What follows belongs to an exercise in optimizing a design on an open flow for small area, a short achievable clock period and few clock cycles; a production flow would make more cautious choices.
The RTL was checked by simulation tests, not by an equivalence proof against the original design.
Power and IR drop assume default switching activity.

File: design/flow/standard.sh
#!/bin/bash
# synth_recipe.tcl (not shown) runs the flow's synth.tcl, then flattens the netlist and writes it again
# the make line also repeats each setting of config.mk as NAME=value (left out here)
make -C /OpenROAD-flow-scripts/flow DESIGN_CONFIG=/design/flow/config.mk WORK_HOME=/design/flow/orfs CLKGATE_MAP_FILE= SYNTH_SCRIPT=/design/flow/synth_recipe.tcl "${@:-finish}"
File: design/flow/flow/run.sh
#!/bin/bash
# Layout flow: the standard ORFS flow, with the port buffers made from
# the smallest buffer cell (instead of the resizer's default pick) and
# smaller clock-tree buffers. Each tool's full output goes to make.log here
# and to the ORFS logs under orfs/logs.
set -euo pipefail
bash standard.sh \
  "BUFFER_PORTS_ARGS=-buffer_cell sky130_fd_sc_hd__buf_1" \
  "CTS_BUF_LIST=sky130_fd_sc_hd__clkbuf_4 sky130_fd_sc_hd__clkbuf_8" \
  SETUP_SLACK_MARGIN=6.6 TNS_END_PERCENT=10 \
  finish > make.log 2>&1
File: design/flow/config.mk
export PLATFORM = sky130hd
export DESIGN_NAME = CPU
export DESIGN_NICKNAME = CPU
export VERILOG_FILES = /design/flow/design.v
export SDC_FILE = /design/flow/constraint.sdc
export NUM_CORES = 4
export LEC_CHECK = 0
export CAP_MARGIN = 20
export CORE_MARGIN = 2
export CORE_UTILIZATION = 40
export PLACE_DENSITY = 0.6
export SLEW_MARGIN = 20
File: design/flow/constraint.sdc
create_clock -name core_clock -period 10.0 [get_ports {clk}]
set_input_delay 2.0000 -clock core_clock [delete_from_list [all_inputs] [get_ports {clk}]]
set_output_delay 2.0000 -clock core_clock [all_outputs]
set_load 0.01 [all_outputs]
File: design/flow/design.v
module CPU(
	input clk,
	input rst,
	output reg [15 : 0]PC,
	input  [31 : 0]instr,
	output [15 : 0]mem_addr,
	output [15 : 0]mem_data,
	output write,
	input  [15 : 0]mem_rdata,
	output [255 : 0]REGS,
	output halted
);
	reg [15 : 0] R [0 : 14];
	reg ZF, SF;
	reg halt_r, stuck_r;
	reg halt_p;                 
	reg [15 : 0] ras;           
	genvar gi;
	generate
		for (gi = 0; gi < 15; gi = gi + 1) begin : g_regs
			assign REGS[gi*16 +: 16] = R[gi];
		end
	endgenerate
	assign REGS[255 : 240] = 16'd0;
	assign halted = halt_r;
	reg        e_we;        
	reg        e_wmem;      
	reg        e_wsp;       
	reg        e_store;     
	reg        e_usesum;    
	reg        e_addrb;     
	reg        e_ret;       
	reg        e_setcc, e_sub;
	reg        e_usec;      
	reg        e_fa, e_fb;  
	reg        e_wa, e_wb;  
	reg [1 : 0] e_op;       
	reg [3 : 0] e_dst;
	reg [15 : 0] e_a, e_b, e_c;
	reg        m_we, m_wmem, m_wsp, m_store, m_ret;
	reg [3 : 0] m_dst;
	reg [15 : 0] m_addr, m_data, m_res;
	reg [15 : 0] w1;            
	assign mem_addr = m_addr;
	assign mem_data = m_data;
	assign write = m_store;
	wire [15 : 0] wv = m_wmem ? mem_rdata : m_res;
	wire flush = m_ret && (mem_rdata != m_data);
	wire [15 : 0] a_op = e_fa ? m_res : e_wa ? w1 : e_a;
	wire [15 : 0] b_op = e_fb ? m_res : e_wb ? w1 : e_b;
	wire [15 : 0] x = e_usec ? e_c : (a_op ^ {16{e_sub}});
	reg [15 : 0] sum, gk, pk, pp;
	integer j, d;
	always @(*) begin
		pp = x ^ b_op;
		gk = x & b_op;
		gk[0] = gk[0] | (pp[0] & e_sub);
		pk = pp;
		for (d = 1; d < 16; d = d * 2)
			for (j = 15; j >= d; j = j - 1) begin
				gk[j] = gk[j] | (pk[j] & gk[j - d]);
				pk[j] = pk[j] & pk[j - d];
			end
		sum = pp ^ {gk[14 : 0], e_sub};
	end
	wire [15 : 0] ab_x = a_op ^ b_op;
	wire add_zero = (ab_x == {a_op[14 : 0] | b_op[14 : 0], 1'b0});
	wire eq_zero = ab_x == 16'd0;
	reg  [15 : 0] v;
	always @(*) begin
		case (e_op)
			2'd0: v = sum;
			2'd1: v = x & b_op;
			2'd2: v = x ^ b_op;
			default: v = 16'd1;
		endcase
	end
	reg v_zero;
	always @(*) begin
		case (e_op)
			2'd0: v_zero = e_sub ? eq_zero : add_zero;
			2'd1: v_zero = (a_op & b_op) == 16'd0;
			2'd2: v_zero = eq_zero;
			default: v_zero = 1'b0;
		endcase
	end
	wire zf_l = e_setcc ? v_zero : ZF;
	wire [3 : 0] icode = instr[3 : 0];
	wire [3 : 0] ifun  = instr[7 : 4];
	wire [3 : 0] rA    = instr[11 : 8];
	wire [3 : 0] rB    = instr[15 : 12];
	wire [15 : 0] valC_r = instr[31 : 16];
	wire [15 : 0] valC_j = instr[23 : 8];
	wire i_halt  = icode == 4'd0;
	wire i_rrmov = icode == 4'd2;
	wire i_irmov = icode == 4'd3;
	wire i_rmmov = icode == 4'd4;
	wire i_mrmov = icode == 4'd5;
	wire i_opq   = icode == 4'd6;
	wire i_jxx   = icode == 4'd7;
	wire i_call  = icode == 4'd8;
	wire i_ret   = icode == 4'd9;
	wire i_push  = icode == 4'd10;
	wire i_pop   = icode == 4'd11;
	wire i_inv   = icode >= 4'd13;
	function e_hit;
		input [3 : 0] idx;
		begin
			e_hit = (e_we && !e_wmem && e_dst == idx) || (e_wsp && idx == 4'd4);
		end
	endfunction
	function m_hit;
		input [3 : 0] idx;
		begin
			m_hit = m_we && m_dst == idx && idx != 4'd4;
		end
	endfunction
	wire [15 : 0] s_eff = (m_we && m_dst == 4'd4) ? wv : m_wsp ? m_res : R[4];
	function [15 : 0] rd;
		input [3 : 0] idx;
		begin
			rd = (idx == 4'd15) ? 16'd0 : (idx == 4'd4) ? s_eff : R[idx];
		end
	endfunction
	wire [15 : 0] a_eff = rd(rA);
	wire [15 : 0] b_eff = rd(rB);
	wire use_a = i_rrmov || i_rmmov || i_opq || i_push;
	wire use_b = i_rmmov || i_mrmov || i_opq;
	wire use_s = i_push || i_pop || i_call || i_ret;
	wire e_load = e_we && e_wmem;
	wire stall = (e_load && ((use_a && e_dst == rA) || (use_b && e_dst == rB) ||
	                         (use_s && e_dst == 4'd4))) ||
	             (i_jxx && ifun == 4'd1 && e_setcc);
	wire run = !halt_r && !halt_p && !stuck_r;
	wire go  = run && !stall && !flush;    
	wire cond = (ifun == 4'd0) || (ifun == 4'd1 && SF) ||
	            (ifun == 4'd2 && zf_l) || (ifun == 4'd3 && !zf_l);
	wire [11 : 0] inc4 = PC[15 : 4] + 12'd1;
	wire [10 : 0] inc5 = PC[15 : 5] + 11'd1;
	wire [15 : 0] p16 = {inc4, PC[3 : 0]};
	wire [15 : 0] p32 = {inc5, PC[4 : 0]};
	wire [15 : 0] p8  = PC[3] ? {inc4, 1'b0, PC[2 : 0]} : {PC[15 : 4], 1'b1, PC[2 : 0]};
	wire [15 : 0] p24 = PC[3] ? {inc5, PC[4], 1'b0, PC[2 : 0]} : {inc4, 1'b1, PC[2 : 0]};
	reg  [15 : 0] valP;
	always @(*) begin
		case (icode)
			4'd2, 4'd6, 4'd10, 4'd11: valP = p16;
			4'd3, 4'd4, 4'd5:         valP = p32;
			4'd7, 4'd8:               valP = p24;
			default:                  valP = p8;
		endcase
	end
	wire [15 : 0] pc_next = i_ret ? ras :
	                        (i_call || (i_jxx && cond)) ? valC_j : valP;
	wire f_wmem = i_mrmov || i_pop;
	wire f_we = ((i_rrmov || i_irmov || i_opq) && rB != 4'd15) ||
	            (f_wmem && rA != 4'd15) || i_push || i_call || i_ret;
	wire [3 : 0] f_dst = (i_push || i_call || i_ret) ? 4'd4 : f_wmem ? rA : rB;
	reg [1 : 0] f_op;
	always @(*) begin
		if (i_opq)
			case (ifun)
				4'd0, 4'd1: f_op = 2'd0;
				4'd2: f_op = 2'd1;
				4'd3: f_op = 2'd2;
				default: f_op = 2'd3;
			endcase
		else
			f_op = 2'd0;
	end
	wire [15 : 0] f_b = (i_rmmov || i_mrmov || i_opq) ? b_eff :
	                    use_s ? s_eff : 16'd0;
	wire [15 : 0] f_c = (i_push || i_call) ? 16'hFFF8 : (i_pop || i_ret) ? 16'h0008 : valC_r;
	wire [15 : 0] f_a = i_call ? p24 : i_ret ? ras : a_eff;
	wire [15 : 0] wbus = rst ? 16'd0 : wv;
	integer k;
	always @(posedge clk) begin
		for (k = 0; k < 15; k = k + 1)
			if (rst || (m_we && m_dst == k))
				R[k] <= wbus;
			else if (k == 4 && m_wsp)
				R[k] <= m_res;
	end
	always @(posedge clk) begin
		if (rst) begin
			PC <= 16'd0;
			halt_r <= 1'b0;
			halt_p <= 1'b0;
			stuck_r <= 1'b0;
			ZF <= 1'b0;
			SF <= 1'b0;
			e_we <= 1'b0;
			e_wsp <= 1'b0;
			e_store <= 1'b0;
			e_usesum <= 1'b0;
			e_addrb <= 1'b0;
			e_ret <= 1'b0;
			e_setcc <= 1'b0;
			m_we <= 1'b0;
			m_wsp <= 1'b0;
			m_store <= 1'b0;
			m_ret <= 1'b0;
		end else begin
			if (e_setcc && !flush) begin
				ZF <= v_zero;
				SF <= v[15];
			end
			m_we <= e_we && !flush;
			m_wsp <= e_wsp && !flush;
			m_store <= e_store && !flush;
			m_ret <= e_ret && !flush;
			if (flush)
				PC <= mem_rdata;
			else if (go)
				PC <= pc_next;
			if (flush) begin
				halt_p <= 1'b0;
				stuck_r <= 1'b0;
			end else begin
				if (go && i_halt) begin
					if (e_we || e_wsp || e_store)
						halt_p <= 1'b1;
					else
						halt_r <= 1'b1;
				end
				if (halt_p)
					halt_r <= 1'b1;
				if (go && i_inv)
					stuck_r <= 1'b1;
			end
			e_we <= go && f_we;
			e_wsp <= go && i_pop;
			e_store <= go && (i_rmmov || i_push || i_call);
			e_usesum <= go && (i_rmmov || i_mrmov || i_push || i_call);
			e_addrb <= go && (i_pop || i_ret);
			e_ret <= go && i_ret;
			e_setcc <= go && i_opq;
		end
		if (i_call)
			ras <= p24;
		e_op <= f_op;
		e_sub <= i_opq && ifun == 4'd1;
		e_usec <= i_irmov || i_rmmov || i_mrmov || i_push || i_call || i_pop || i_ret;
		e_dst <= f_dst;
		e_wmem <= f_wmem;
		e_a <= f_a;
		e_fa <= use_a && e_hit(rA);
		e_fb <= ((i_rmmov || i_mrmov || i_opq) && e_hit(rB)) || (use_s && e_hit(4'd4));
		e_wa <= use_a && m_hit(rA);
		e_wb <= (i_rmmov || i_mrmov || i_opq) && m_hit(rB);
		w1 <= wv;
		e_b <= f_b;
		e_c <= f_c;
		m_dst <= e_dst;
		m_wmem <= e_wmem;
		m_res <= v;
		m_data <= a_op;
		m_addr <= e_addrb ? b_op : sum;
	end
endmodule
==> results of run 1 <==
==> registers in the layout, indices dropped and copies added, names as in the netlist, 16 cells and up <==
register / count
PC: 16
m_addr: 16
e_a: 16
m_res: 16
R: 240
ras: 16
w1: 16
e_b: 16
m_data: 16
e_c: 16
==> power by group through the flow <==
stage / logic (W) / clock network [W] / registers (W)
3_3_place_gp: 0.000985 / 0 / 0.00235
3_5_place_dp: 0.000985 / 0 / 0.00235
5_1_grt: 0.00120 / 0.00182 / 0.00235
2_1_floorplan: 0.000538 / 0 / 0.00231
6_report: 0.00113 / 0.00173 / 0.00233
4_1_cts: 0.00106 / 0.00174 / 0.00232
==> metal layers <==
layer / GRT usage (%) / share of wire [%]
met5: 0.184 / 0
met4: 14.4 / 5.1
met2: 53.0 / 44
met3: 9.25 / 13
met1: 45.4 / 38
==> through the flow <==
stage               utilization [%]  cell area (um2)  total power (W)  instances  setup slack (ps)
finish                         50.5            26400          0.00520       3209              6340
global route                   50.5            26400          0.00537       3209              6280
CTS                            49.5            25800          0.00512       3171              6410
detailed placement             44.1            23100          0.00333       2964              4660
global placement               44.1            23100          0.00333       2964              4800
floorplan                         -            21200          0.00285       2047              6110
==> placed cells by master (no fill, tap or decap), types with 26 or more instances in the layout <==
master / Yosys / routed
mux2i_1: 56 / 51
a21oi_1: 117 / 87
ha_1: 50 / 42
nor2_1: 176 / 170
a21oi_2: 1 / 26
buf_4: 19 / 132
xnor2_1: 62 / 61
clkbuf_8: 0 / 82
o21ai_0: 109 / 86
clkbuf_4: 0 / 27
a22oi_1: 117 / 117
dfxtp_1: 177 / 170
a222oi_1: 42 / 42
edfxtp_1: 240 / 240
xor2_1: 31 / 29
buf_1: 10 / 316
nand2_1: 128 / 124
nand3_1: 78 / 78
inv_1: 60 / 58
nor2b_1: 34 / 32
==> final timing paths <==
check	slack, ps	from	depth (start not counted)	endpoint
worst min register to register	390	e_wmem	0	m_wmem
worst max-delay path	6340	instr[11]	9	e_a[8]
worst min-delay path	390	e_wmem	0	m_wmem
worst max register to register	6440	e_wa	18	m_res[14]
==> worst register-to-register path: stages, from the launching register on <==
cell and delay, ps:
dfxtp_4 370, buf_12 130, mux2i_4 250, nor2_2 50, a21oi_2 210, xnor2_1 150
o21ai_1 90, inv_1 110, fa_2 230, inv_2 40, fa_2 340, a21o_1 220
a21oi_4 170, o21a_1 190, o211ai_1 160, a31oi_1 260, a21oi_1 120, xnor2_1 210
o21ai_2 110
==> timing repair <==
item                                    4_1_cts  5_1_grt
pin swaps                                    34       32
buffers inserted                             70       34
hold buffers                                  0        0
endpoints found under the setup margin      147      101
gates resized for setup                     180       53
cloned                                        3        4
==> synth_stat cells, types with 5 or more instances <==
cell type / n / area, um2
mux2_2: 20 / 225
buf_2: 17 / 85.1
nand3b_1: 5 / 37.5
xnor2_1: 62 / 543
nand2b_1: 20 / 125
inv_2: 5 / 18.8
and2_1: 13 / 81.3
o211ai_1: 11 / 82.6
a22o_1: 23 / 201
o22ai_1: 25 / 156
a211oi_1: 11 / 82.6
nor2b_1: 34 / 213
a21o_1: 20 / 150
a221oi_1: 26 / 228
a31oi_1: 21 / 131
buf_4: 19 / 143
o21ai_1: 6 / 30.0
a21oi_1: 117 / 586
nor3_1: 29 / 145
dfxtp_1: 177 / 3540
clkbuf_1: 105 / 394
or4b_1: 6 / 60.1
a22oi_1: 117 / 878
o21a_1: 8 / 60.1
ha_1: 50 / 626
nor2_1: 176 / 661
a222oi_1: 42 / 420
o21bai_1: 6 / 45.0
nand2_1: 128 / 480
inv_1: 60 / 225
mux2i_1: 56 / 561
edfxtp_1: 240 / 7210
o2111ai_1: 9 / 78.8
nand3_1: 78 / 390
and3_1: 10 / 62.6
nand4_1: 12 / 75.1
or2_2: 5 / 31.3
nor4_1: 11 / 68.8
o21ai_0: 109 / 546
buf_1: 10 / 37.5
a221o_1: 6 / 60.1
xor2_1: 31 / 272
o221ai_1: 6 / 52.6
==> area by class of cell <==
| class | instances | area [um2] |
|---|---|---|
| Clock buffer | 106 | 1300 |
| Clock inverter | 28 | 274 |
| Fill cell | 4847 | 25900 |
| Inverter | 66 | 264 |
| Multi-Input combinational cell | 1412 | 10100 |
| Sequential cell | 417 | 10800 |
| Tap cell | 688 | 861 |
| Timing Repair Buffer | 492 | 2780 |
==> logic make-up after synthesis <==
logic type                 synth area share, %
AOI/OAI and AO/OA                         20.7
and+or+nand+nor                           13.0
DFF                                       51.1
buffers and inverters                     4.34
xor gates and xnor gates                  3.87
muxes                                     3.74
adders and majority gates                 3.16
other                                   0.0178
==> flow_metrics.py, run 1 <==
metrics = {
    "status": {
        "status": "no timing/DRC/antenna violations",
    },
    "logic_synthesis": {
        "synth_cell_types": 97,
        "yosysSeqAreaShare_pct": 51.1,
        "syn_avg_cell_area_um2": 10.4,
        "ys.warnings.count": 2,
        "yosys_most_used_dff": "edfxtp_1",
        "synthCells": 2032,
        "ys_seq_elements": 417,
        "syn_area_mm2": 0.0210,
        "async_flop_share_pct": 0,
        "synth-edff-count": 240,
    },
    "drt": {
        "drc": 0,
        "first_pass_iters": 10,
        "routed_wl_um": 97000,
        "wire_per_inst_um": 30.2,
        "vias_per_cell": 6.41,
        "via_count": 20600,
        "drtAntennaViolNets": 0,
        "drtIter0Drc": 3498,
    },
    "clock_network": {
        "htreeDepth": 3,
        "cts_buffers": 73,
        "clk_pin_slew_worst_paths_ps": 60,
        "cts_sinks": 417,
        "cts-root-buf": "clkbuf_8",
        "worst_skew_pair.late_latency_ps": 670,
        "tritoncts": "done",
        "clockBufferDepth": 3,
    },
    "placed_design": {
        "io_buffers": 339,
        "hpwl_um": 66700,
        "place_congestion": 0.954,
    },
    "pwr": {
        "powerDensity_mw_per_mm2": 197,
        "p_switching_w": 0.00176,
        "p_clk_share_pct": 33.3,
        "p_seq_share_pct": 44.9,
        "internal_power_w": 0.00344,
        "p_leak_nw": 9.97,
        "comb_power_share_pct": 21.8,
        "swShare_pct": 33.8,
        "irDropWorstVdd_uv": 108,
    },
    "floorplanning": {
        "die_area_mm2": 0.0544,
        "rows": 84,
        "fp.dieW_um": 233,
        "start_util_pct": 40.3,
        "die_h_um": 233,
        "pin_count": 356,
        "design.core.area_mm2": 0.0522,
    },
    "grt": {
        "grt_pass1_wl_um": 135000,
        "antenna_found_initial": 1,
        "grt_max_degree": 50,
        "grt_util_all_layers_pct": 34.3,
        "grt_pass1_vias": 19400,
        "overflow": 0,
    },
    "final_layout": {
        "area_growth_pct": 25.4,
        "fin_nets": 2564,
        "drive_above_1_share_pct": 19.2,
        "antenna_cells": 0,
    },
    "worst_setup_path": {
        "start_kind": "input port",
        "cp_slowest_cell": "nor4b_4",
        "cp-end-kind": "register",
        "crit_buf_inv": 3,
        "cp_slowest_stage_delay_ps": 460,
        "worstPathRequired_ps": 10540,
        "crit_arrival_ps": 4210,
        "crit_family": "simple AND/OR/NAND/NOR gates",
        "critical_path.cell_chain": "clkbuf_4 > buf_12 > nor4b_4 > buf_4 > a221o_1 > a221oi_1 > nand3_1 > nand2_1 > a31oi_1",
        "critPathKind": "input port to register",
        "worstPathMaxFanout": 12,
    },
    "timing": {
        "min_period_over_period_pct": 36.6,
        "fin_tns_setup_ps": 0,
        "slew-limit-headroom_pct": 26.9,
        "worst_pin_slew_ps": 1090,
        "fmax_mhz": 273,
        "setup_violations": 0,
        "period_minus_slack_ps": 3660,
        "slew_violations": 0,
        "rsz0062_at_grt": "yes",
        "hold_viol": 0,
        "fin_hold_ws_ps": 387,
        "fin_skew_ps": 40.2,
    },
    "run": {
        "maxCapViolCount": 0,
    },
    "hold_path": {
        "min_path_type": "register to register",
    },
}
Testbench counts, summed over its fixed seeds: cycles 154,407.
==> run 2, diff against run 1 <==
--- a/design/flow/flow/run.sh
+++ b/design/flow/flow/run.sh
@@ -9,3 +9,3 @@
   "CTS_BUF_LIST=sky130_fd_sc_hd__clkbuf_4 sky130_fd_sc_hd__clkbuf_8" \
-  SETUP_SLACK_MARGIN=6.6 TNS_END_PERCENT=10 \
+  SETUP_SLACK_MARGIN=6.2 TNS_END_PERCENT=10 \
   finish > make.log 2>&1
==> run 2 against run 1 <==
Non-clock buffer count decreased by 87. Largest power group unchanged. Die area unchanged. Maximum frequency decreased by 5.1%. Sequential cell count unchanged. Synthesized cell count unchanged. Count of clock-buffer cells in the layout decreased by 6. Via count decreased by 3.1%. Critical path type unchanged. Register-to-register slack got worse by 280 ps. Global-route usage decreased by 0.85 points.
==> flow_metrics.py, run 2 <==
metrics = {
    "timing": {
        "fin_skew_ps": 45.9,
        "min_period_over_period_pct": 38.6,
        "worst_pin_slew_ps": 1120,
        "slew_violations": 0,
        "fmax_mhz": 259,
        "fin_hold_ws_ps": 403,
        "setup_violations": 0,
        "rsz0062_at_grt": "yes",
        "period_minus_slack_ps": 3860,
        "fin_tns_setup_ps": 0,
        "slew-limit-headroom_pct": 25.4,
        "hold_viol": 0,
    },
    "pwr": {
        "powerDensity_mw_per_mm2": 202,
        "irDropWorstVdd_uv": 107,
        "p_leak_nw": 9.36,
    },
    "worst_setup_path": {
        "critPathKind": "input port to register",
        "worstPathRequired_ps": 10510,
        "crit_arrival_ps": 4380,
        "rr_worst_depth": 13,
        "worstPathMaxFanout": 29,
        "start_kind": "input port",
        "reg2reg_from": "e_wa",
        "reg2reg_to": "m_res[15]",
        "cp-end-kind": "register",
        "rrSetupSlack_ps": 6160,
    },
    "hold_path": {
        "min_path_type": "register to register",
        "min_from": "e_wmem",
        "holdPathStages": 0,
        "worst_hold_path.endpoint": "m_wmem",
    },
    "grt": {
        "grt_pass1_wl_um": 132000,
        "overflow": 0,
        "antenna_found_initial": 2,
        "grt_max_degree": 72,
        "grt_pass1_vias": 18900,
        "grt_util_all_layers_pct": 33.5,
    },
    "drt": {
        "first_pass_iters": 9,
        "drtAntennaViolNets": 0,
        "vias_per_cell": 6.39,
        "via_count": 19900,
        "drc": 0,
        "wire_per_inst_um": 30.0,
        "drtIter0Drc": 3375,
        "routed_wl_um": 93500,
    },
    "logic_synthesis": {
        "ys.warnings.count": 2,
        "yosysSeqAreaShare_pct": 51.1,
        "synthTopCellsByCount": "edfxtp_1 (240), dfxtp_1 (177), nor2_1 (176)",
        "syn_avg_cell_area_um2": 10.4,
        "synth_top_area_cell": "edfxtp_1",
        "async_flop_share_pct": 0,
        "yosysMostFrequentCell": "edfxtp_1",
        "yosys_most_used_dff": "edfxtp_1",
        "ys_seq_elements": 417,
        "syn_area_mm2": 0.0210,
        "synth_top_area_share_pct": 34.3,
        "synth-edff-count": 240,
        "synth_area_leaders": "edfxtp_1 (34%), dfxtp_1 (17%), a22oi_1 (4.2%)",
        "synthCells": 2032,
        "synth_cell_types": 97,
    },
    "status": {
        "status": "no timing/DRC/antenna violations",
    },
    "clock_network": {
        "cts_buffers": 71,
        "cts-root-buf": "clkbuf_8",
        "cts_sinks": 417,
        "clockBufferDepth": 3,
        "postCtsHoldBufs": 0,
        "worst_skew_pair.late_latency_ps": 660,
        "tritoncts": "done",
        "htreeDepth": 3,
        "clk_pin_slew_worst_paths_ps": 60,
    },
    "final_layout": {
        "nFillCells": 4875,
        "final_common_cell": "buf_1",
        "largest_register_ff_count": 240,
        "top_register": "R",
        "area_growth_pct": 19.2,
        "regArea_mm2": 0.0108,
        "fin_nets": 2476,
        "multiInputGateArea_mm2": 0.00978,
        "final_cell_mix": "buf_1 (323), edfxtp_1 (240), dfxtp_1 (176)",
        "drive_above_1_share_pct": 13.4,
    },
    "floorplanning": {
        "design.core.area_mm2": 0.0522,
        "die_h_um": 233,
        "start_util_pct": 40.3,
        "fp.dieW_um": 233,
        "die_area_mm2": 0.0544,
        "pin_count": 356,
        "rows": 84,
    },
    "placed_design": {
        "hpwl_um": 66500,
        "io_buffers": 339,
        "place_congestion": 0.936,
    },
    "run": {
        "maxCapViolCount": 0,
    },
}
run 2: worst max path at each step:
stage	startpoint	to	slack [ps]	cells after the start
after floorplan	instr[1]	PC[10]	6070	10
after global placement	instr[3]	PC[15]	4180	9
after detailed placement	instr[3]	PC[11]	4030	9
after CTS	e_wa	m_res[15]	6070	13
after global routing	e_wa	SF	6020	14
final	instr[9]	e_a[14]	6140	9
run 2: kinds of logic after synthesis:
| group | count (synthesis) | synth area share [%] |
|---|---|---|
| AOI/OAI and AO/OA | 617 | 20.7 |
| muxes | 76 | 3.74 |
| DFF | 417 | 51.1 |
| adders and majority gates | 52 | 3.16 |
| other | 1 | 0.0178 |
| buffers and inverters | 218 | 4.34 |
| xor gates and xnor gates | 93 | 3.87 |
| and+or+nand+nor | 558 | 13.0 |
run 2: what timing repair did:
action | 4_1_cts | 5_1_grt
gates resized for setup | 44 | 55
pin swaps | 5 | 7
cloned | 1 | 0
endpoints found under the hold margin | 0 | 0
setup endpoints to repair | 69 | 48
setup buffers | 9 | 12
run 2: worst max-delay path, cell delays in order:
cell,delay (ps)
clkbuf_4,320
and2_2,410
and3_1,430
a222oi_1,420
nand3_1,140
nor2_1,260
a211oi_1,70
a211oi_1,230
a21oi_1,60
run 2: power by group:
part	switching [W]	internal [W]
logic	0.000690	0.000342
registers	0.000244	0.00208
clock network	0.000762	0.000948
run 2: cell type report:
| type | instances | share of cell area (%) |
|---|---|---|
| clock inverters | 28 | 1.14 |
| diodes | 1 | 0.00998 |
| repair buffers | 405 | 7.47 |
| multi-input cells | 1413 | 39.0 |
| inverters | 66 | 1.05 |
| clock buffers | 100 | 5.02 |
| well taps | 688 | 3.43 |
| flip-flops and latches | 417 | 42.9 |
run 2: routing by layer:
| metal | up-vias | routed length, um | track usage (%) | share of wire, % |
|---|---|---|---|---|
| li1 | 8364 | - | - | - |
| met1 | 9554 | 37000 | 46.4 | 40 |
| met2 | 1670 | 39700 | 49.4 | 42 |
| met3 | 331 | 12400 | 8.64 | 13 |
| met4 | 4 | 4380 | 14.2 | 4.7 |
| met5 | - | 21 | 0.184 | 0.022 |
run 2: metrics by stage:
step	std cells	setup WS (ps)	total power [W]	utilization [%]	area (um2)
after detailed placement	2966	4030	0.00332	44.1	23000
after floorplan	2047	6070	0.00284	-	21100
after CTS	3104	6070	0.00503	47.5	24800
after global routing	3117	6020	0.00523	48.0	25100
final	3118	6140	0.00507	48.0	25100
after global placement	2966	4180	0.00332	44.1	23000
==> run 3, diff against run 2 <==
==> design/flow/flow/run.sh (replaced) <==
#!/bin/bash
# Layout flow: the standard ORFS flow, with the port buffers made from
# the smallest buffer cell (instead of the resizer's default pick), smaller
# clock-tree buffers and no dummy clock loads, and timing repair aimed below
# the clock period. Each tool's full output goes to make.log here and to
# the ORFS logs under orfs/logs.
set -euo pipefail
bash standard.sh \
  "BUFFER_PORTS_ARGS=-buffer_cell sky130_fd_sc_hd__buf_1" \
  "CTS_ARGS=-sink_clustering_enable -repair_clock_nets -dont_use_dummy_load -buf_list {sky130_fd_sc_hd__clkbuf_4 sky130_fd_sc_hd__clkbuf_8}" \
  SETUP_SLACK_MARGIN=6.2 \
  finish > make.log 2>&1
==> run 3 against run 2 <==
Non-clock buffer count is 8 higher. Clock power down 23%. Synthesized cell count did not move. Critical path type unchanged. Highest routed layer unchanged. First-iteration DRC count about the same. Register-to-register slack improved by 90 ps. Sequential power barely moved. Sequential share of layout area increased by 0.72 points. Utilization down 0.76 points.
==> flow_metrics.py, run 3 <==
metrics = {
    "status": {
        "status": "no timing/DRC/antenna violations",
    },
    "worst_setup_path": {
        "reg2reg_to": "SF",
        "cp-end-kind": "register",
        "rr_worst_depth": 13,
        "critPathKind": "input port to register",
        "worstPathMaxFanout": 38,
        "worstPathRequired_ps": 10510,
        "rrSetupSlack_ps": 6250,
        "reg2reg_from": "e_wa",
        "start_kind": "input port",
        "crit_arrival_ps": 4280,
    },
    "floorplanning": {
        "die_area_mm2": 0.0544,
        "start_util_pct": 40.3,
        "die_h_um": 233,
        "pin_count": 356,
        "fp.dieW_um": 233,
        "design.core.area_mm2": 0.0522,
        "rows": 84,
    },
    "grt": {
        "gr-max-usage-layer": "met2",
        "met1_usage_pct": 45.7,
        "grt_pass1_wl_um": 133000,
        "grt_util_all_layers_pct": 33.7,
        "grt_util_met3_pct": 8.00,
        "overflow": 0,
        "antenna_found_initial": 3,
        "met2_usage_pct": 51.1,
        "grt_max_degree": 72,
        "grt_pass1_vias": 18800,
    },
    "timing": {
        "fin_tns_setup_ps": 0,
        "hold_viol": 0,
        "slew_violations": 0,
        "rsz0062_at_grt": "yes",
        "min_period_over_period_pct": 37.7,
        "fmax_mhz": 265,
        "period_minus_slack_ps": 3770,
        "worst_pin_slew_ps": 1130,
        "slew-limit-headroom_pct": 24.2,
        "setup_violations": 0,
        "fin_skew_ps": 90.5,
    },
    "clock_network": {
        "htreeDepth": 3,
        "cts_buffers": 74,
        "cts-root-buf": "clkbuf_8",
        "clk_pin_slew_worst_paths_ps": 60,
        "cts_sinks": 417,
        "worst_skew_pair.late_latency_ps": 680,
        "tritoncts": "done",
        "clockBufferDepth": 3,
    },
    "logic_synthesis": {
        "yosysMostFrequentCell": "edfxtp_1",
        "yosysSeqAreaShare_pct": 51.1,
        "syn_area_mm2": 0.0210,
        "synth_cell_types": 97,
        "ys.warnings.count": 2,
        "async_flop_share_pct": 0,
        "synth_area_leaders": "edfxtp_1 (34%), dfxtp_1 (17%), a22oi_1 (4.2%)",
        "syn_avg_cell_area_um2": 10.4,
        "synth_top_area_cell": "edfxtp_1",
        "synth-edff-count": 240,
        "synthTopCellsByCount": "edfxtp_1 (240), dfxtp_1 (177), nor2_1 (176)",
        "ys_seq_elements": 417,
        "synth_top_area_share_pct": 34.3,
        "yosys_most_used_dff": "edfxtp_1",
        "synthCells": 2032,
    },
    "drt": {
        "vias_per_cell": 6.46,
        "routed_wl_um": 94200,
        "first_pass_iters": 7,
        "drtAntennaViolNets": 0,
        "wire_per_inst_um": 30.7,
        "via_count": 19800,
        "drc": 0,
        "drtIter0Drc": 3372,
    },
    "final_layout": {
        "drive_above_1_share_pct": 12.1,
        "largest_register_ff_count": 240,
        "area_growth_pct": 17.3,
        "final_cell_mix": "buf_1 (329), edfxtp_1 (240), dfxtp_1 (174), nor2_1 (174), nand2_1 (125)",
        "top_register": "R",
        "antenna_cells": 0,
        "fin_nets": 2486,
        "final_common_cell": "buf_1",
        "finalInstanceArea_mm2": 0.0247,
    },
    "hold_path": {
        "worst_hold_path.endpoint": "m_dst[2]",
        "min_path_type": "register to register",
        "holdPathStages": 0,
        "min_from": "e_dst[2]",
    },
    "run": {
        "maxCapViolCount": 0,
    },
    "pwr": {
        "p_leak_nw": 9.11,
        "irDropWorstVdd_uv": 94.5,
        "powerDensity_mw_per_mm2": 191,
    },
    "placed_design": {
        "postPlaceCellArea_mm2": 0.0231,
        "hpwl_um": 67300,
        "place_congestion": 0.967,
        "io_buffers": 339,
    },
}
[run 3: area by class of cell]
cell class,instances,area (um2)
Multi-Input combinational cell,1412,9820
Inverter,66,248
Clock buffer,74,1020
Sequential cell,417,10800
Timing Repair Buffer,413,1970
Tap cell,688,861
Fill cell,4960,27600
[run 3: layer usage]
layer	share of wire, %	wire length, um	vias to the layer above
met1	39	36700	9540
li1	-	-	8308
met5	0.031	29	-
met4	5.0	4690	4
met3	12	11600	325
met2	44	41200	1645
[run 3: repair_timing]
item | 4_1_cts | 5_1_grt
pin swaps | 7 | 8
endpoints found under the setup margin | 58 | 61
buffers inserted | 12 | 13
cloned | 0 | 1
gates resized for setup | 47 | 55
hold buffers | 0 | 0
[run 3: worst max-delay path: stages]
cell,delay [ps]
clkbuf_2,90
clkbuf_8,330
inv_1,140
nor4b_4,410
buf_4,340
a22o_1,180
a221oi_1,50
nand3_1,230
nand2_1,170
a31oi_1,320
[run 3: cells by family after synthesis]
group	after synthesis	share of synthesized area [%]
mux	76	3.74
flops	417	51.1
compound gates	617	20.7
xor+xnor	93	3.87
buf+inv	218	4.34
fa+ha+maj	52	3.16
simple gates	558	13.0
other cells	1	0.0178
[run 3: per-stage QoR]
stage | power, W | cells | hold slack [ps] | utilization [%] | setup WS [ps]
after floorplan | 0.00285 | 2047 | 364 | - | 6070
after global placement | 0.00335 | 2970 | 396 | 44.2 | 4970
after detailed placement | 0.00335 | 2970 | 400 | 44.2 | 4940
after CTS | 0.00466 | 3056 | 375 | 46.6 | 6160
after global routing | 0.00487 | 3070 | 389 | 47.2 | 6120
final | 0.00471 | 3070 | 394 | 47.2 | 6230
[run 3: power by group]
| part | leakage [nW] | switching, W | internal [W] |
|---|---|---|---|
| sequential | 3.91 | 0.000254 | 0.00209 |
| combinational | 4.66 | 0.000703 | 0.000350 |
| clock | 0.532 | 0.000663 | 0.000650 |
| total | 9.11 | 0.00162 | 0.00309 |
[run 3: how the worst max path moves through the flow]
stage	to	cells after the start	from	slack, ps
floorplan	PC[10]	10	instr[1]	6070
global placement	e_a[4]	10	instr[11]	4970
detailed placement	e_a[4]	10	instr[11]	4940
CTS	SF	15	e_wa	6160
global route	m_res[12]	18	e_wa	6120
finish	e_a[8]	10	instr[10]	6230
==> run 4, diff against run 3 <==
--- a/design/flow/flow/run.sh
+++ b/design/flow/flow/run.sh
@@ -10,3 +10,3 @@
   "CTS_ARGS=-sink_clustering_enable -repair_clock_nets -dont_use_dummy_load -buf_list {sky130_fd_sc_hd__clkbuf_4 sky130_fd_sc_hd__clkbuf_8}" \
-  SETUP_SLACK_MARGIN=6.2 \
+  SETUP_SLACK_MARGIN=6.4 \
   finish > make.log 2>&1
==> run 4 against run 3 <==
Cell count up 1.9%. First-iteration DRC count down 7.6%. Maximum frequency grew 3.6%. Synthesized area unchanged. Largest cell class unchanged.
==> flow_metrics.py, run 4 <==
metrics = {
    "logic_synthesis": {
        "ys_seq_elements": 417,
        "synth_top_family_by_area": "compound AO/OA/AOI/OAI gates",
        "yosysMostFrequentCell": "edfxtp_1",
        "synth_compound_area_share_pct": 20.7,
        "yosys_most_used_dff": "edfxtp_1",
        "yosysSeqAreaShare_pct": 51.1,
        "synthTopCellsByCount": "edfxtp_1 (240), dfxtp_1 (177), nor2_1 (176)",
        "synth-adder-area-share_pct": 3.16,
        "synth_top_area_share_pct": 34.3,
        "async_flop_share_pct": 0,
        "syn_area_mm2": 0.0210,
        "synth-xor-area-share_pct": 3.87,
        "synth_area_leaders": "edfxtp_1 (34%), dfxtp_1 (17%), a22oi_1 (4.2%)",
        "synth-edff-count": 240,
        "synth_cell_types": 97,
        "syn_avg_cell_area_um2": 10.4,
        "synth_top_area_cell": "edfxtp_1",
        "ys.warnings.count": 2,
        "yosys.area_share.simple_pct": 13.0,
        "muxShareOfSynthArea_pct": 3.74,
        "synthCells": 2032,
    },
    "worst_setup_path": {
        "worstPathMaxFanout": 6,
        "reg2reg_to": "m_addr[12]",
        "rr_worst_depth": 19,
        "critPathKind": "input port to register",
        "crit_arrival_ps": 4130,
        "crit_family": "simple AND/OR/NAND/NOR gates",
        "crit_top_cell": "buf_6",
        "critical_path.cell_chain": "buf_6 > buf_6 > or4b_4 > buf_12 > o21a_4 > nand2_2 > nor2_1 > o21ai_1 > o2111ai_1 > nand3_1 > a2111oi_2",
        "reg2reg_from": "e_wa",
        "cp_slowest_stage_delay_ps": 550,
        "cp_slowest_cell": "or4b_4",
        "cp-end-kind": "register",
        "worstPathRequired_ps": 10490,
        "rrSetupSlack_ps": 6410,
        "start_kind": "input port",
        "crit_buf_inv": 3,
    },
    "timing": {
        "worst_pin_slew_ps": 1170,
        "period_minus_slack_ps": 3640,
        "setup_violations": 0,
        "min_period_over_period_pct": 36.4,
        "fin_skew_ps": 89.0,
        "fmax_mhz": 275,
        "slew-limit-headroom_pct": 21.7,
        "rsz0062_at_grt": "yes",
        "fin_tns_setup_ps": 0,
        "hold_viol": 0,
        "slew_violations": 0,
    },
    "clock_network": {
        "postCtsHoldBufs": 0,
        "cts_sinks": 417,
        "cts_buffers": 73,
        "htreeDepth": 3,
        "tritoncts": "done",
        "clk_pin_slew_worst_paths_ps": 60,
        "worst_skew_pair.late_latency_ps": 690,
        "clockBufferDepth": 3,
        "cts-root-buf": "clkbuf_8",
    },
    "status": {
        "status": "no timing/DRC/antenna violations",
    },
    "floorplanning": {
        "die_h_um": 233,
        "die_area_mm2": 0.0544,
        "start_util_pct": 40.3,
        "rows": 84,
        "fp.dieW_um": 233,
        "pin_count": 356,
        "design.core.area_mm2": 0.0522,
    },
    "drt": {
        "drtIter0Drc": 3117,
        "routed_wl_um": 95400,
        "wire_per_inst_um": 30.5,
        "drtAntennaViolNets": 0,
        "vias_per_cell": 6.44,
        "first_pass_iters": 10,
        "drc": 0,
        "via_count": 20100,
    },
    "grt": {
        "antenna_found_initial": 3,
        "grt_pass1_wl_um": 134000,
        "grt_util_all_layers_pct": 34.0,
        "grt_max_degree": 72,
        "grt_pass1_vias": 19300,
        "overflow": 0,
    },
    "run": {
        "maxCapViolCount": 0,
    },
    "pwr": {
        "powerDensity_mw_per_mm2": 187,
        "p_leak_nw": 9.50,
        "irDropWorstVdd_uv": 116,
    },
    "final_layout": {
        "final_common_cell": "buf_1",
        "drive_above_1_share_pct": 16.2,
        "utilization_pct": 48.7,
        "area_growth_pct": 21.0,
        "top_register": "R",
        "largest_register_ff_count": 240,
        "final_cell_mix": "buf_1 (321), edfxtp_1 (240), dfxtp_1 (174)",
        "fin_nets": 2542,
    },
    "hold_path": {
        "min_path_type": "register to register",
        "min_from": "e_wmem",
        "holdPathStages": 0,
        "worst_hold_path.endpoint": "m_wmem",
    },
    "placed_design": {
        "io_buffers": 339,
        "place_congestion": 0.966,
        "hpwl_um": 66900,
    },
}
==> run 4: cell counts after synthesis <==
No cell type changed its count.
==> run 4: how the worst max path moves through the flow <==
stage | startpoint | to | cells after the start
2_1_floorplan | instr[1] | PC[10] | 10
3_3_place_gp | instr[0] | PC[5] | 9
3_5_place_dp | instr[0] | PC[6] | 9
4_1_cts | e_wa | PC[7] | 14
5_1_grt | e_wa | m_addr[12] | 19
6_report | instr[1] | PC[7] | 11
==> run 4: power breakdown <==
part / internal, W / leakage (nW) / switching (W)
Sequential: 0.00209 / 3.91 / 0.000256
Clock: 0.000642 / 0.525 / 0.000673
Combinational: 0.000383 / 5.06 / 0.000711
==> run 4: cell families (layout without fill, tap and decap cells) <==
group,Yosys count,count (layout)
compound gates,617,617
simple gates,558,560
flops,417,417
buf+inv,218,607
xor+xnor,93,93
mux,76,76
fa+ha+maj,52,52
other cells,1,17
==> run 4: repair_timing <==
item                                    4_1_cts  5_1_grt
endpoints found under the setup margin       76       61
resized for setup                            99       96
endpoints found under the hold margin         0        0
gates cloned                                  4        3
pin swaps                                    16       43
setup buffers                                37       39
==> run 4: layout make-up <==
cell class	count	area, um2
fillers	4907	26800
flip-flops and latches	417	10800
multi-input cells	1414	10100
repair buffers	468	2480
clock buffers	73	1000
well taps	688	861
inverters	66	260
diodes	1	2.50
==> run 4: per-layer routing <==
layer,vias up,global-route usage [%],wire [um]
li1,8441,-,-
met1,9644,44.8,36200
met2,1686,52.3,42200
met3,374,9.51,12300
met4,4,14.2,4710
met5,-,0,23
==> run 4: per-stage QoR <==
stage | area (um2) | worst slack (ps) | std cells | hold slack, ps | power, W
after detailed placement | 23100 | 4950 | 2970 | 380 | 0.00334
after CTS | 24800 | 6370 | 3084 | 388 | 0.00468
after global routing | 25500 | 6280 | 3126 | 394 | 0.00490
after floorplan | 21200 | 6110 | 2047 | 364 | 0.00285
after global placement | 23100 | 5050 | 2970 | 383 | 0.00333
final | 25500 | 6360 | 3127 | 391 | 0.00475
==> run 5, diff against run 4 <==
--- a/design/flow/config.mk
+++ b/design/flow/config.mk
@@ -9,3 +9,3 @@
 export CORE_MARGIN = 2
-export CORE_UTILIZATION = 40
+export CORE_UTILIZATION = 46
 export PLACE_DENSITY = 0.6
==> run 5 against run 4 <==
Count of clock-buffer cells in the layout down 1. Synthesized cell count unchanged. Sequential power about the same. Worst hold slack better by 6.8 ps. Sequential cell count unchanged. Critical path depth unchanged.
==> flow_metrics.py, run 5 <==
metrics = {
    "status": {
        "status": "no timing/DRC/antenna violations",
    },
    "pwr": {
        "powerDensity_mw_per_mm2": 183,
        "irDropWorstVdd_uv": 115,
        "p_leak_nw": 9.75,
        "total_power_w": 0.00475,
    },
    "logic_synthesis": {
        "yosysSeqAreaShare_pct": 51.1,
        "syn_area_mm2": 0.0210,
        "synth_top_area_share_pct": 34.3,
        "synthTopCellsByCount": "edfxtp_1 (240), dfxtp_1 (177), nor2_1 (176)",
        "yosysMostFrequentCell": "edfxtp_1",
        "syn_avg_cell_area_um2": 10.4,
        "ys.warnings.count": 2,
        "yosys_most_used_dff": "edfxtp_1",
        "synth_area_leaders": "edfxtp_1 (34%), dfxtp_1 (17%), a22oi_1 (4.2%)",
        "synthCells": 2032,
        "async_flop_share_pct": 0,
        "synth-edff-count": 240,
        "synth_cell_types": 97,
        "synth_top_area_cell": "edfxtp_1",
        "ys_seq_elements": 417,
    },
    "drt": {
        "drtAntennaViolNets": 0,
        "vias_per_cell": 6.60,
        "routed_wl_um": 93600,
        "drtIter0Drc": 3026,
        "drc": 0,
        "via_count": 20200,
        "first_pass_iters": 10,
        "wire_per_inst_um": 30.6,
    },
    "final_layout": {
        "largest_register_ff_count": 240,
        "final_common_cell": "buf_1",
        "antenna_cells": 0,
        "drive_above_1_share_pct": 18.0,
        "area_growth_pct": 23.3,
        "nFillCells": 4023,
        "top_register": "R",
        "final_cell_mix": "buf_1 (316), edfxtp_1 (240), dfxtp_1 (172)",
        "fin_nets": 2566,
    },
    "worst_setup_path": {
        "critPathKind": "input port to register",
        "cp-end-kind": "register",
        "cp_slowest_stage_delay_ps": 540,
        "worstPathMaxFanout": 6,
        "cp_slowest_cell": "or4b_4",
        "crit_arrival_ps": 4120,
        "crit_top_cell": "buf_8",
        "start_kind": "input port",
        "worstPathRequired_ps": 10470,
        "critical_path.cell_chain": "buf_8 > buf_8 > or4b_4 > buf_12 > o21a_4 > a32oi_4 > o21a_1 > o221ai_1 > a22o_1 > o211ai_2 > a311oi_2",
    },
    "placed_design": {
        "hpwl_um": 64200,
        "place_congestion": 0.963,
        "io_buffers": 339,
    },
    "floorplanning": {
        "die_h_um": 218,
        "pin_count": 356,
        "fp.dieW_um": 218,
        "rows": 78,
        "die_area_mm2": 0.0475,
        "design.core.area_mm2": 0.0453,
        "start_util_pct": 46.5,
    },
    "timing": {
        "slew_violations": 0,
        "setup_violations": 0,
        "fmax_mhz": 274,
        "hold_viol": 0,
        "rsz0062_at_grt": "yes",
        "worst_pin_slew_ps": 1170,
        "slew-limit-headroom_pct": 22.2,
        "fin_tns_setup_ps": 0,
        "fin_skew_ps": 87.8,
        "min_period_over_period_pct": 36.5,
        "period_minus_slack_ps": 3650,
    },
    "clock_network": {
        "tritoncts": "done",
        "cts_sinks": 417,
        "postCtsHoldBufs": 0,
        "cts-root-buf": "clkbuf_8",
        "cts_buffers": 72,
        "htreeDepth": 3,
        "clockBufferDepth": 3,
        "clk_pin_slew_worst_paths_ps": 50,
        "worst_skew_pair.late_latency_ps": 690,
    },
    "hold_path": {
        "min_path_type": "register to register",
    },
    "grt": {
        "grt_max_degree": 72,
        "overflow": 0,
        "grt_util_all_layers_pct": 38.1,
        "grt_pass1_vias": 19200,
        "grt_pass1_wl_um": 132000,
        "antenna_found_initial": 0,
    },
    "run": {
        "maxCapViolCount": 0,
    },
}
==> run 5: changes by cell type in the layout (fill, tap and decap cells not counted), sizes merged <==
cell    before  now
buf        453  479
clkinv       1    2
clkbuf      87   83
diode        1    0
bufbuf       1    3
inv         65   64
==> run 5: area by class of cell <==
class / instances / area [um2] / share of cell area (%)
tap: 600 / 751 / 2.89
clock buffer: 72 / 991 / 3.82
timing repair buffer: 493 / 2850 / 11.0
inverter: 66 / 260 / 1.00
multi-input combinational: 1414 / 10300 / 39.8
sequential: 417 / 10800 / 41.5
==> run 5: layer usage <==
metal	track usage, %	vias to the layer above	share of wire, %	routed length (um)
li1	-	8477	-	-
met1	49.6	9704	37	34800
met2	59.6	1655	44	41600
met3	11.0	384	13	12000
met4	15.4	0	5.6	5210
met5	0	-	0	0
==> run 5: worst paths after layout <==
| path | from | to | slack [ps] | depth (start not counted) |
|---|---|---|---|---|
| setup reg to reg | e_wa | SF | 6380 | 16 |
| hold / removal | e_wmem | m_wmem | 400 | 0 |
| hold reg to reg | e_wmem | m_wmem | 400 | 0 |
| setup / recovery | instr[1] | PC[10] | 6350 | 11 |
==> run 5: power breakdown <==
part           internal (W)  total, W  switching [W]
clock network      0.000633   0.00129       0.000652
registers           0.00209   0.00233       0.000245
logic              0.000411   0.00113       0.000719
total               0.00313   0.00475        0.00162
==> run 5: through the flow <==
stage	instance area (um2)	worst slack [ps]	hold slack (ps)	std cells	util (%)
after floorplan	21200	6110	364	2047	-
after global placement	23000	4880	387	2884	50.8
after detailed placement	23000	4800	388	2885	50.9
after CTS	24900	6370	397	3000	55.0
after global routing	25900	6230	406	3062	57.3
final	25900	6350	397	3062	57.3
==> run 5: timing repair <==
action / 4_1_cts / 5_1_grt
gates resized for setup: 127 / 125
pin swaps: 17 / 61
setup endpoints to repair: 85 / 52
cloned: 4 / 4
setup buffers: 39 / 58
==> run 5: critical path, delay by kind of cell <==
kind            cells  cell delay (ps)
simple gates        1              540
compound gates      7             1200
buf+inv             3              380
==> run 5: cells by family (layout without fill, tap and decap cells) <==
kind of cell,count (synthesis),count (layout),synth area share [%]
AO/OA/AOI/OAI,617,617,20.7
adder cells (fa/ha/maj),52,52,3.16
multiplexers,76,76,3.74
other,1,16,0.0178
XOR/XNOR,93,93,3.87
AND/OR/NAND/NOR,558,560,13.0
buffers and inverters,218,631,4.34
flip-flops,417,417,51.1
==> run 6, diff against run 5 <==
--- a/design/flow/flow/run.sh
+++ b/design/flow/flow/run.sh
@@ -9,3 +9,3 @@
   "BUFFER_PORTS_ARGS=-buffer_cell sky130_fd_sc_hd__buf_1" \
-  "CTS_ARGS=-sink_clustering_enable -repair_clock_nets -dont_use_dummy_load -buf_list {sky130_fd_sc_hd__clkbuf_4 sky130_fd_sc_hd__clkbuf_8}" \
+  "CTS_ARGS=-sink_clustering_enable -repair_clock_nets -dont_use_dummy_load -buf_list {sky130_fd_sc_hd__clkbuf_4}" \
   SETUP_SLACK_MARGIN=6.4 \
--- a/design/flow/config.mk
+++ b/design/flow/config.mk
@@ -9,3 +9,3 @@
 export CORE_MARGIN = 2
-export CORE_UTILIZATION = 46
+export CORE_UTILIZATION = 40
 export PLACE_DENSITY = 0.6
==> run 6 against run 5 <==
Cell area shrank 3.1%. Synthesized area stayed put. Wire length increased by 1.4%. Clock power shrank 12%. Sequential power hardly changed. Via count is essentially flat. Non-clock buffer count is 28 lower. First-iteration DRC count rose by 4.1%. Global-route usage down 4.5 points. Cell count up 3.2%. Sequential share of layout area increased by 1.4 points. Synthesized cell count unchanged. Critical endpoint is now e_a[4]. Largest power group unchanged.
==> flow_metrics.py, run 6 <==
metrics = {
    "status": {
        "status": "no timing/DRC/antenna violations",
    },
    "final_layout": {
        "nFillCells": 4977,
        "multiInputGateArea_mm2": 0.0100,
        "top_register": "R",
        "final_common_cell": "buf_1",
        "fin_nets": 2574,
        "largest_register_ff_count": 240,
        "area_growth_pct": 19.5,
        "regArea_mm2": 0.0108,
        "final_cell_mix": "buf_1 (318), edfxtp_1 (240), nor2_1 (172)",
        "drive_above_1_share_pct": 17.4,
        "instances_no_fill": 3160,
        "finalInstanceArea_mm2": 0.0251,
    },
    "drt": {
        "wire_per_inst_um": 30.0,
        "drc": 0,
        "routed_wl_um": 94900,
        "first_pass_iters": 10,
        "via_count": 20200,
        "drtAntennaViolNets": 0,
        "drtIter0Drc": 3149,
        "vias_per_cell": 6.40,
    },
    "logic_synthesis": {
        "synthCells": 2032,
        "synth_top_area_share_pct": 34.3,
        "synthTopCellsByCount": "edfxtp_1 (240), dfxtp_1 (177), nor2_1 (176)",
        "yosys_most_used_dff": "edfxtp_1",
        "yosysSeqAreaShare_pct": 51.1,
        "synth_top_area_cell": "edfxtp_1",
        "synth-edff-count": 240,
        "ys.warnings.count": 2,
        "syn_area_mm2": 0.0210,
        "async_flop_share_pct": 0,
        "yosysMostFrequentCell": "edfxtp_1",
        "ys_seq_elements": 417,
        "synth_area_leaders": "edfxtp_1 (34%), dfxtp_1 (17%), a22oi_1 (4.2%)",
        "synth_cell_types": 97,
        "syn_avg_cell_area_um2": 10.4,
    },
    "worst_setup_path": {
        "worstPathRequired_ps": 10670,
        "cp-end-kind": "register",
        "critPathKind": "input port to register",
        "worstPathMaxFanout": 27,
        "start_kind": "input port",
        "crit_arrival_ps": 4270,
        "rrSetupSlack_ps": 6430,
    },
    "timing": {
        "fin_skew_ps": 136,
        "worst_pin_slew_ps": 1230,
        "slew_violations": 0,
        "period_minus_slack_ps": 3600,
        "fin_hold_ws_ps": 383,
        "rsz0062_at_grt": "yes",
        "hold_viol": 0,
        "slew-limit-headroom_pct": 18.0,
        "min_period_over_period_pct": 36.0,
        "fin_tns_setup_ps": 0,
        "fmax_mhz": 278,
        "setup_violations": 0,
    },
    "placed_design": {
        "place_congestion": 0.966,
        "io_buffers": 339,
        "hpwl_um": 66900,
        "postPlaceCellArea_mm2": 0.0231,
        "placed_cells": 2970,
    },
    "run": {
        "maxCapViolCount": 0,
    },
    "pwr": {
        "total_power_w": 0.00459,
        "powerDensity_mw_per_mm2": 183,
        "irDropWorstVdd_uv": 101,
        "p_leak_nw": 9.43,
    },
    "grt": {
        "grt_pass1_wl_um": 133000,
        "grt_max_degree": 72,
        "overflow": 0,
        "grt_pass1_vias": 19500,
        "grt_util_all_layers_pct": 33.6,
        "antenna_found_initial": 6,
    },
    "floorplanning": {
        "fp.dieW_um": 233,
        "rows": 84,
        "pin_count": 356,
        "start_util_pct": 40.3,
        "die_h_um": 233,
        "die_area_mm2": 0.0544,
        "design.core.area_mm2": 0.0522,
    },
    "clock_network": {
        "worst_skew_pair.late_latency_ps": 910,
        "cts-root-buf": "clkbuf_4",
        "tritoncts": "done",
        "postCtsHoldBufs": 0,
        "cts_buffers": 109,
        "clk_pin_slew_worst_paths_ps": 60,
        "htreeDepth": 3,
        "clockBufferDepth": 3,
        "cts_sinks": 417,
    },
    "hold_path": {
        "min_path_type": "register to register",
    },
}
==> run 6: cell counts after synthesis <==
Identical to the previous run, type by type.
==> run 6: final timing paths <==
check,to,depth (start not counted),startpoint
max,e_a[4],11,instr[8]
min,m_wmem,0,e_wmem
max reg2reg,SF,16,e_wa
min reg2reg,m_wmem,0,e_wmem
==> run 6: through the flow <==
step / utilization (%) / setup slack [ps]
after floorplan: - / 6110
after global placement: 44.2 / 5050
after detailed placement: 44.2 / 4950
after CTS: 46.8 / 6400
after global routing: 48.1 / 6340
final: 48.1 / 6400
==> run 6: worst max-delay path, cell delays in order <==
cell and delay, ps:
buf_1 100, buf_6 280, or2_2 360, nor2_1 190, buf_4 240, a22oi_1 190, nand2_1 70, a221oi_1 270
o2111ai_1 300, nand2_1 140, a31oi_1 80
==> run 6: layout make-up <==
class                           instances  area share (%)
Antenna cell                            2          0.0199
Clock buffer                          109            3.26
Inverter                               66            1.04
Multi-Input combinational cell       1413            39.9
Sequential cell                       417            42.8
Tap cell                              688            3.42
Timing Repair Buffer                  465            9.56
==> run 6: logic make-up after synthesis <==
family	count (synthesis)	share of synthesized area, %
buffers and inverters	218	4.34
adders and majority gates	52	3.16
muxes	76	3.74
xor gates and xnor gates	93	3.87
AOI/OAI and AO/OA	617	20.7
other	1	0.0178
DFF	417	51.1
and+or+nand+nor	558	13.0
==> run 6: layer usage <==
metal	part of all wire, %	vias up	routed length (um)	global-route usage, %
met5	0.043	-	41	0
met4	4.8	6	4590	14.4
met3	13	361	12600	10.4
met2	44	1679	42000	51.6
met1	38	9662	35600	43.8
li1	-	8529	-	-
==> run 6: what timing repair did <==
action / CTS / global route
resized for setup: 87 / 85
endpoints found under the setup margin: 85 / 59
buffers inserted: 30 / 46
pin swaps: 9 / 34
gates cloned: 1 / 1
==> run 6: where the power goes <==
group          internal, W  switching (W)  total, W  leakage, nW
clock             0.000489       0.000654   0.00114        0.501
combinational     0.000395       0.000715   0.00111         5.01
sequential         0.00209       0.000253   0.00234         3.91
==> run 7, diff against run 6 <==
--- a/design/flow/flow/run.sh
+++ b/design/flow/flow/run.sh
@@ -10,3 +10,3 @@
   "CTS_ARGS=-sink_clustering_enable -repair_clock_nets -dont_use_dummy_load -buf_list {sky130_fd_sc_hd__clkbuf_4}" \
-  SETUP_SLACK_MARGIN=6.4 \
+  SETUP_SLACK_MARGIN=6.2 \
   finish > make.log 2>&1
==> run 7 against run 6 <==
Setup slack got worse by 270 ps. First-iteration DRC count rose by 11%. Synthesized area did not move. Count of clock-buffer cells in the layout rose by 2.
==> flow_metrics.py, run 7 <==
metrics = {
    "clock_network": {
        "cts-root-buf": "clkbuf_4",
        "worst_skew_pair.late_latency_ps": 920,
        "cts_sinks": 417,
        "cts_buffers": 111,
        "tritoncts": "done",
        "htreeDepth": 3,
        "clk_pin_slew_worst_paths_ps": 70,
        "clockBufferDepth": 3,
    },
    "floorplanning": {
        "pin_count": 356,
        "start_util_pct": 40.3,
        "design.core.area_mm2": 0.0522,
        "fp.dieW_um": 233,
        "die_area_mm2": 0.0544,
        "rows": 84,
        "die_h_um": 233,
    },
    "grt": {
        "grt_pass1_wl_um": 133000,
        "grt_max_degree": 72,
        "overflow": 0,
        "grt_util_met3_pct": 9.27,
        "gr-max-usage-layer": "met2",
        "met1_usage_pct": 45.3,
        "met2_usage_pct": 51.2,
        "antenna_found_initial": 5,
        "grt_util_all_layers_pct": 33.7,
        "grt_pass1_vias": 19000,
    },
    "pwr": {
        "irDropWorstVdd_uv": 96.0,
        "powerDensity_mw_per_mm2": 186,
        "p_clk_share_pct": 25.4,
        "swShare_pct": 35.5,
        "total_power_w": 0.00454,
        "p_switching_w": 0.00161,
        "internal_power_w": 0.00293,
        "comb_power_share_pct": 23.0,
        "p_seq_share_pct": 51.6,
        "p_leak_nw": 9.02,
    },
    "logic_synthesis": {
        "ys.warnings.count": 2,
        "synth_cell_types": 97,
        "synth_top_area_cell": "edfxtp_1",
        "synthTopCellsByCount": "edfxtp_1 (240), dfxtp_1 (177), nor2_1 (176)",
        "syn_avg_cell_area_um2": 10.4,
        "async_flop_share_pct": 0,
        "syn_area_mm2": 0.0210,
        "yosys_most_used_dff": "edfxtp_1",
        "ys_seq_elements": 417,
        "synth_area_leaders": "edfxtp_1 (34%), dfxtp_1 (17%), a22oi_1 (4.2%)",
        "yosysSeqAreaShare_pct": 51.1,
        "synth-edff-count": 240,
        "synth_top_area_share_pct": 34.3,
        "yosysMostFrequentCell": "edfxtp_1",
        "synthCells": 2032,
    },
    "worst_setup_path": {
        "critPathKind": "input port to register",
        "cp_slowest_stage_delay_ps": 540,
        "crit_top_cell": "nand2_1",
        "crit_arrival_ps": 4600,
        "worstPathMaxFanout": 29,
        "critical_path.cell_chain": "buf_1 > buf_4 > or2_2 > nor2_4 > a22oi_1 > nand2_1 > a221oi_1 > o2111ai_1 > nand2_1 > a31oi_1",
        "cp_slowest_cell": "nor2_4",
        "cp-end-kind": "register",
        "worstPathRequired_ps": 10740,
        "start_kind": "input port",
    },
    "timing": {
        "setup_violations": 0,
        "min_period_over_period_pct": 38.6,
        "fmax_mhz": 259,
        "rsz0062_at_grt": "yes",
        "slew_violations": 0,
        "fin_skew_ps": 174,
        "worst_pin_slew_ps": 1170,
        "period_minus_slack_ps": 3860,
        "hold_viol": 0,
        "slew-limit-headroom_pct": 22.0,
        "fin_tns_setup_ps": 0,
    },
    "final_layout": {
        "fin_nets": 2517,
        "finalInstanceArea_mm2": 0.0243,
        "largest_register_ff_count": 240,
        "drive_above_1_share_pct": 12.8,
        "final_common_cell": "buf_1",
        "utilization_pct": 46.6,
        "instances_no_fill": 3104,
        "top_register": "R",
        "final_cell_mix": "buf_1 (332), edfxtp_1 (240), nor2_1 (173)",
        "area_growth_pct": 15.7,
    },
    "drt": {
        "drtAntennaViolNets": 0,
        "wire_per_inst_um": 30.3,
        "drc": 0,
        "first_pass_iters": 9,
        "via_count": 20000,
        "routed_wl_um": 94100,
        "drtIter0Drc": 3505,
        "vias_per_cell": 6.43,
    },
    "hold_path": {
        "min_path_type": "register to register",
    },
    "placed_design": {
        "hpwl_um": 67300,
        "placed_cells": 2970,
        "place_congestion": 0.967,
        "postPlaceCellArea_mm2": 0.0231,
        "io_buffers": 339,
    },
    "status": {
        "status": "no timing/DRC/antenna violations",
    },
    "run": {
        "maxCapViolCount": 0,
    },
}
## run 7: cell counts after synthesis
No cell type changed its count.
## run 7: worst paths after layout
check	slack, ps	from	cells past startpoint	end
worst max-delay path	6140	instr[9]	10	e_a[4]
worst min-delay path	410	e_wmem	0	m_wmem
worst max register to register	6310	e_wa	13	PC[1]
worst min register to register	410	e_wmem	0	m_wmem
## run 7: power by group through the flow
stage               clock [W]  sequential [W]  combinational (W)
floorplan                   0         0.00231           0.000535
global placement            0         0.00236           0.000992
detailed placement          0         0.00236           0.000992
CTS                   0.00117         0.00233            0.00101
global route          0.00125         0.00235            0.00111
finish                0.00115         0.00234            0.00104
## run 7: critical path, delay by kind of cell
kind	cells	cell delay, ps
AO/OA/AOI/OAI	4	870
buffers and inverters	2	340
AND/OR/NAND/NOR	4	1340
## run 7: stage by stage
step	worst slack, ps	hold WS [ps]
after CTS	6210	409
after global placement	4970	396
after global routing	6160	426
final	6140	410
after detailed placement	4940	400
after floorplan	6070	364
## run 7: kinds of logic (layout without fill, tap and decap cells)
group / Yosys count / after routing / share of synthesized area [%]
compound gates: 617 / 617 / 20.7
simple gates: 558 / 558 / 13.0
flops: 417 / 417 / 51.1
buf+inv: 218 / 584 / 4.34
xor+xnor: 93 / 93 / 3.87
mux: 76 / 76 / 3.74
fa+ha+maj: 52 / 52 / 3.16
other cells: 1 / 19 / 0.0178
## run 7: cell type report
cell class / count / area (um2)
inverter: 66 / 248
clock buffer: 111 / 833
timing repair buffer: 407 / 1860
sequential: 417 / 10800
antenna: 3 / 7.51
multi-input combinational: 1412 / 9760
tap: 688 / 861
fill: 4995 / 27900
## run 7: metal layers
metal  share of wire [%]  vias to the layer above
li1                    -                     8418
met1                  39                     9579
met2                  44                     1643
met3                  12                      309
met4                 4.3                        4
met5               0.034                        -
## run 7: timing repair
action / CTS / global route
gates resized for setup: 34 / 39
endpoints found under the setup margin: 54 / 39
hold buffers: 0 / 0
pin swaps: 2 / 10
cloned: 0 / 1
buffers inserted: 3 / 16
==> run 8, diff against run 7 <==
--- a/design/flow/flow/run.sh
+++ b/design/flow/flow/run.sh
@@ -10,3 +10,3 @@
   "CTS_ARGS=-sink_clustering_enable -repair_clock_nets -dont_use_dummy_load -buf_list {sky130_fd_sc_hd__clkbuf_4}" \
-  SETUP_SLACK_MARGIN=6.2 \
+  SETUP_SLACK_MARGIN=6.6 \
   finish > make.log 2>&1
==> run 8 against run 7 <==
Still clean. Maximum frequency grew 8.8%. Setup slack gained 310 ps. Register-to-register slack gained 150 ps. Global-route usage grew 1.7 points. Cell area grew 18%. Power grew 8.1%. Non-clock buffer count grew 394. Via count grew 10%. Critical endpoint is now REGS[1]. Largest power group unchanged.
==> flow_metrics.py, run 8 <==
metrics = {
    "grt": {
        "grt_pass1_wl_um": 140000,
        "antenna_found_initial": 2,
        "overflow": 0,
    },
    "logic_synthesis": {
        "yosysSeqAreaShare_pct": 51.1,
        "synth_top_area_cell": "edfxtp_1",
        "synth_top_area_share_pct": 34.3,
        "synthTopCellsByCount": "edfxtp_1 (240), dfxtp_1 (177), nor2_1 (176)",
        "yosys_most_used_dff": "edfxtp_1",
        "synth_area_leaders": "edfxtp_1 (34%), dfxtp_1 (17%), a22oi_1 (4.2%)",
        "syn_avg_cell_area_um2": 10.4,
        "ys_seq_elements": 417,
        "yosysMostFrequentCell": "edfxtp_1",
        "async_flop_share_pct": 0,
        "ys.warnings.count": 2,
        "synth-edff-count": 240,
        "syn_area_mm2": 0.0210,
    },
    "placed_design": {
        "place_congestion": 0.962,
        "io_buffers": 339,
    },
    "timing": {
        "fin_tns_setup_ps": 0,
        "setup_violations": 0,
        "worst_pin_slew_ps": 1130,
        "hold_viol": 0,
        "rsz0062_at_grt": "yes",
        "min_period_over_period_pct": 35.5,
        "slew_violations": 0,
        "slew-limit-headroom_pct": 24.4,
        "fin_skew_ps": 109,
        "fmax_mhz": 281,
    },
    "worst_setup_path": {
        "start_kind": "register",
        "critical_path.startpoint": "R[0][1]",
        "cp_slowest_stage_delay_ps": 490,
        "critical_path.cell_chain": "buf_6",
        "endpoint": "REGS[1]",
        "rr_worst_depth": 16,
        "reg2reg_to": "PC[11]",
        "rrSetupSlack_ps": 6460,
        "critPathKind": "register to output port",
        "crit_arrival_ps": 1550,
        "crit_buf_inv": 1,
        "reg2reg_from": "e_wa",
    },
    "floorplanning": {
        "die_area_mm2": 0.0544,
        "die_h_um": 233,
        "start_util_pct": 40.3,
        "rows": 84,
    },
    "status": {
        "status": "no timing/DRC/antenna violations",
    },
    "final_layout": {
        "multiInputGateArea_mm2": 0.0103,
        "regArea_mm2": 0.0108,
        "nFillCells": 4572,
        "final_common_cell": "buf_4",
        "utilization_pct": 54.9,
        "area_growth_pct": 36.4,
        "drive_above_1_share_pct": 36.4,
    },
    "hold_path": {
        "min_path_type": "register to register",
    },
    "clock_network": {
        "cts_sinks": 417,
        "tritoncts": "done",
        "worst_skew_pair.late_latency_ps": 890,
        "htreeDepth": 3,
        "cts_buffers": 109,
        "clk_pin_slew_worst_paths_ps": 60,
        "clockBufferDepth": 3,
    },
    "drt": {
        "drtIter0Drc": 3966,
        "first_pass_iters": 13,
        "wire_per_inst_um": 29.0,
        "drtAntennaViolNets": 0,
        "vias_per_cell": 6.30,
        "routed_wl_um": 101000,
        "drc": 0,
    },
    "pwr": {
        "p_leak_nw": 12.0,
        "irDropWorstVdd_uv": 116,
        "powerDensity_mw_per_mm2": 171,
        "total_power_w": 0.00490,
    },
}
[run 8: cell counts after synthesis]
No cell type changed its count.
[run 8: metal layers]
layer	vias to the layer above	GRT usage [%]	part of all wire, %
met1	10400	45.5	37
met3	483	9.80	13
li1	9207	-	-
met5	-	0	0.013
met4	2	17.5	6.1
met2	1963	55.1	44
[run 8: worst min-delay path by stage]
stage                      start      to  slack [ps]  cells after the start
after floorplan           e_wmem  m_wmem         360                      0
after global placement    e_wmem  m_wmem         380                      0
after global routing      e_wmem  m_wmem         410                      0
after detailed placement  e_wmem  m_wmem         390                      0
final                     e_wmem  m_wmem         400                      0
after CTS                 e_wmem  m_wmem         400                      0
[run 8: report_power, final]
part           internal, W  switching, W  leakage (nW)
registers          0.00208      0.000199          3.93
clock network     0.000490      0.000665         0.501
logic             0.000609      0.000856          7.55
total              0.00318       0.00172          12.0
[run 8: cells by family (layout without fill, tap and decap cells)]
family | Yosys count | count (layout) | synth area share [%]
AO/OA/AOI/OAI | 617 | 617 | 20.7
XOR/XNOR | 93 | 93 | 3.87
adder cells (fa/ha/maj) | 52 | 52 | 3.16
buffers and inverters | 218 | 976 | 4.34
flip-flops | 417 | 417 | 51.1
multiplexers | 76 | 76 | 3.74
other | 1 | 17 | 0.0178
AND/OR/NAND/NOR | 558 | 560 | 13.0
[run 8: final cells by class]
type                    count  area share [%]
flip-flops and latches    417            37.8
multi-input cells        1414            36.1
repair buffers            801            19.3
well taps                 688            3.00
clock buffers             109            2.85
inverters                  66           0.929
diodes                      1         0.00872
[run 8: what timing repair did]
action	4_1_cts	5_1_grt
pin swaps	53	33
hold buffers	0	0
setup endpoints to repair	341	355
setup buffers	317	95
gates cloned	6	3
hold endpoints to repair	0	0
gates resized for setup	303	214
[run 8: through the flow]
| step | cell area [um2] | setup WS, ps | cells | hold WS [ps] |
|---|---|---|---|---|
| final | 28700 | 6450 | 3496 | 399 |
| after global routing | 28700 | 6360 | 3496 | 412 |
| after CTS | 27400 | 6420 | 3397 | 396 |
| after detailed placement | 23200 | 4870 | 2965 | 389 |
| after global placement | 23200 | 4980 | 2965 | 379 |
| after floorplan | 21500 | 6110 | 2047 | 364 |

Re-timed with assumed drivers on the ports (clkbuf_16 on the clock, buf_2 on other inputs), run 8 has 6.391 ns of setup slack against 6.447 ns with ideal ports, and 5.638 ns once port delays also move by the mid clock arrival of 0.883 ns.
